Source: an optimization exercise on an open RTL-to-GDS flow (aim: small area and few clock cycles). Production flows keep margins and buffers that such runs may drop.
Only simulation tests tie the RTL to the original design; equivalence was not proved.
Power figures rest on the tool's default switching activity, not on a simulated workload.

==> flow/design.v (excerpt) <==
module SORT(
  clk,
  rst_n,
  in_valid1,
  in_valid2,
  in,
  mode,
  op,
  out_valid,
  out
);
input clk;
input rst_n;
input in_valid1;
input in_valid2;
input mode;
input [1:0] op;
input [4:0] in;
output reg out_valid;
output [4:0] out;
wire clr  = in_valid2;
wire push = in_valid1 & op[0];
wire pop  = in_valid1 & ~op[1] & ~op[0];
wire srt  = in_valid1 & op[1];
reg        qmode;             
reg  [4:0] wp;                
reg  [4:0] rp;                
reg  [4:0] s [0:9];
function [9:0] jdec;
  input [4:0] q;
  begin
    jdec[0] = ~q[4] & ~q[0];
    jdec[1] =  q[0] & ~q[1];
    jdec[2] =  q[1] & ~q[2];
    jdec[3] =  q[2] & ~q[3];
    jdec[4] =  q[3] & ~q[4];
    jdec[5] =  q[4] &  q[0];
    jdec[6] = ~q[0] &  q[1];
    jdec[7] = ~q[1] &  q[2];
    jdec[8] = ~q[2] &  q[3];
    jdec[9] = ~q[3] &  q[4];
  end
endfunction
wire [9:0] dw = jdec(wp);
wire [9:0] dr = jdec(rp);
wire       last = rp[4] & ~rp[3];    
reg  [9:0] cand;
reg  [4:0] mx;
reg  [9:0] first;
reg        seen;
integer i, b;
always @(*) begin
  cand = 10'h3ff;
  for (b = 4; b >= 0; b = b - 1) begin
    mx[b] = 1'b0;
    for (i = 0; i < 10; i = i + 1)
      mx[b] = mx[b] | (cand[i] & s[i][b]);
    for (i = 0; i < 10; i = i + 1)
      cand[i] = cand[i] & (s[i][b] | ~mx[b]);
  end
  seen = 1'b0;
  for (i = 0; i < 10; i = i + 1) begin
    first[i] = cand[i] & ~seen;
    seen = seen | cand[i];
  end
end
assign out = mx & {5{out_valid}};
always @(posedge clk or negedge rst_n) begin
  if (!rst_n)
    out_valid <= 1'b0;
  else
    out_valid <= srt | (out_valid & ~last);
end
always @(posedge clk) begin
  if (clr)
    qmode <= mode;
end
always @(posedge clk) begin
  if (clr)
    wp <= 5'd0;
  else if (push)
    wp <= {wp[3:0], ~wp[4]};
  else if (pop & ~qmode)
    wp <= {~wp[0], wp[4:1]};
end
always @(posedge clk) begin
  if (clr)
    rp <= {~mode, 4'd0};
  else if (srt)
    rp <= 5'd0;
  else if (out_valid | (pop & qmode) | (push & ~qmode))
    rp <= {rp[3:0], ~rp[4]};
  else if (pop)
    rp <= {~rp[0], rp[4:1]};
end
genvar g;
generate
  for (g = 0; g < 10; g = g + 1) begin : slot
    wire we = push & dw[g];
    wire z  = clr | (out_valid & first[g]) | (pop & dr[g]);
    wire keep = ~we & ~z;
    always @(posedge clk)
      s[g] <= (in & {5{we}}) | (s[g] & {5{keep}});
  end
endgenerate
endmodule
Size: about 62 flip-flops, about 2800 µm² of cells after synthesis.
clock: 6.0 ns
lec_check: 0
cap_margin: 20
core_margin: 2
core_utilization: 40
slew_margin: 20
standard.sh (not shown) runs the stock make flow with config.mk's settings and CLKGATE_MAP_FILE= SYNTH_SCRIPT=/design/flow/synth_recipe.tcl, a recipe that flattens the netlist after the stock synthesis.
==> flow/flow/run.sh <==
#!/bin/bash
# Layout flow: the standard flow, with two changes:
#  - synthesis maps the logic with ABC's area-oriented mapper (flow/area.abc)
#    instead of ORFS's script; registers come out exactly as in the standard
#    synthesis, since ABC only maps the logic between them;
#  - ports are buffered with sky130_fd_sc_hd__buf_1 cells.
set -euo pipefail
W=$PWD
{ head -1 synth_recipe.tcl; cat flow/abc_override.tcl; tail -n +2 synth_recipe.tcl; } > my_synth.tcl
sed -e "s#SYNTH_SCRIPT=[^ ]*#SYNTH_SCRIPT=$W/my_synth.tcl#" standard.sh > my_standard.sh
export MY_ABC_SCRIPT=$W/flow/area.abc
export BUFFER_PORTS_ARGS="-buffer_cell sky130_fd_sc_hd__buf_1"
bash my_standard.sh > flow_make.log 2>&1
==> flow/flow/abc_override.tcl <==
# Run ABC with the script named by MY_ABC_SCRIPT in place of ORFS's.
proc abc {args} {
  set i [lsearch -exact $args -script]
  if {$i >= 0 && [info exists ::env(MY_ABC_SCRIPT)]} {
    set args [lreplace $args [expr {$i + 1}] [expr {$i + 1}] $::env(MY_ABC_SCRIPT)]
  }
  yosys abc {*}$args
}
==> flow/flow/area.abc <==
strash
dch
amap
The starting point ran to the end with violations: negative setup slack.
Testbench counts at the start, summed over its fixed seeds: cycles 5,225.
Edit:
==> flow/flow/area.abc (replaced) <==
strash
dch
map -a
topo
stime -c
buffer -c
upsize -c
dnsize -c
- The changed run went through all stages and came out clean
- first-iteration DRC count went up by roughly a tenth
- synthesized cell count went up by a little under a tenth
- final cell count went down by roughly a tenth
- setup slack is better by 1.3 ns
- register-to-register slack is better by 1.6 ns
- area after synthesis went up by a few percent
- cell area went down by a quarter to a third
- utilization went down by 19 points
- via count went down by roughly a tenth
- wire length went down by about a fifth
- total power went down by about a fifth

[re-timing with driven ports]
The flow's constraints put no driver on any port. The routed layouts listed below were extracted and timed again, unchanged, in two steps.
Step 1, drivers: a clkbuf_16 drives clk and a buf_2 each remaining input, both assumed.
Step 2 moves the port delays by t, midway between the first and last clock arrival at a register: inputs arrive t later, outputs are due t later. That takes back most of the time a late clock gives input paths.
Slacks: ideal / step 1 / step 2; pairs: ideal / step 1.
run | shift t [ns] | slack for setup (ns) | worst setup path after step 2 | clock arrival spread, ns | worst slew at a driven data input, ns
the first run | 0.381 | -0.972 / -1.003 / -0.940 | register to register | 0.013 / 0.013 | 0.04
the second run | 0.380 | 0.343 / 0.313 / 0.668 | register to register | 0.010 / 0.010 | 0.03
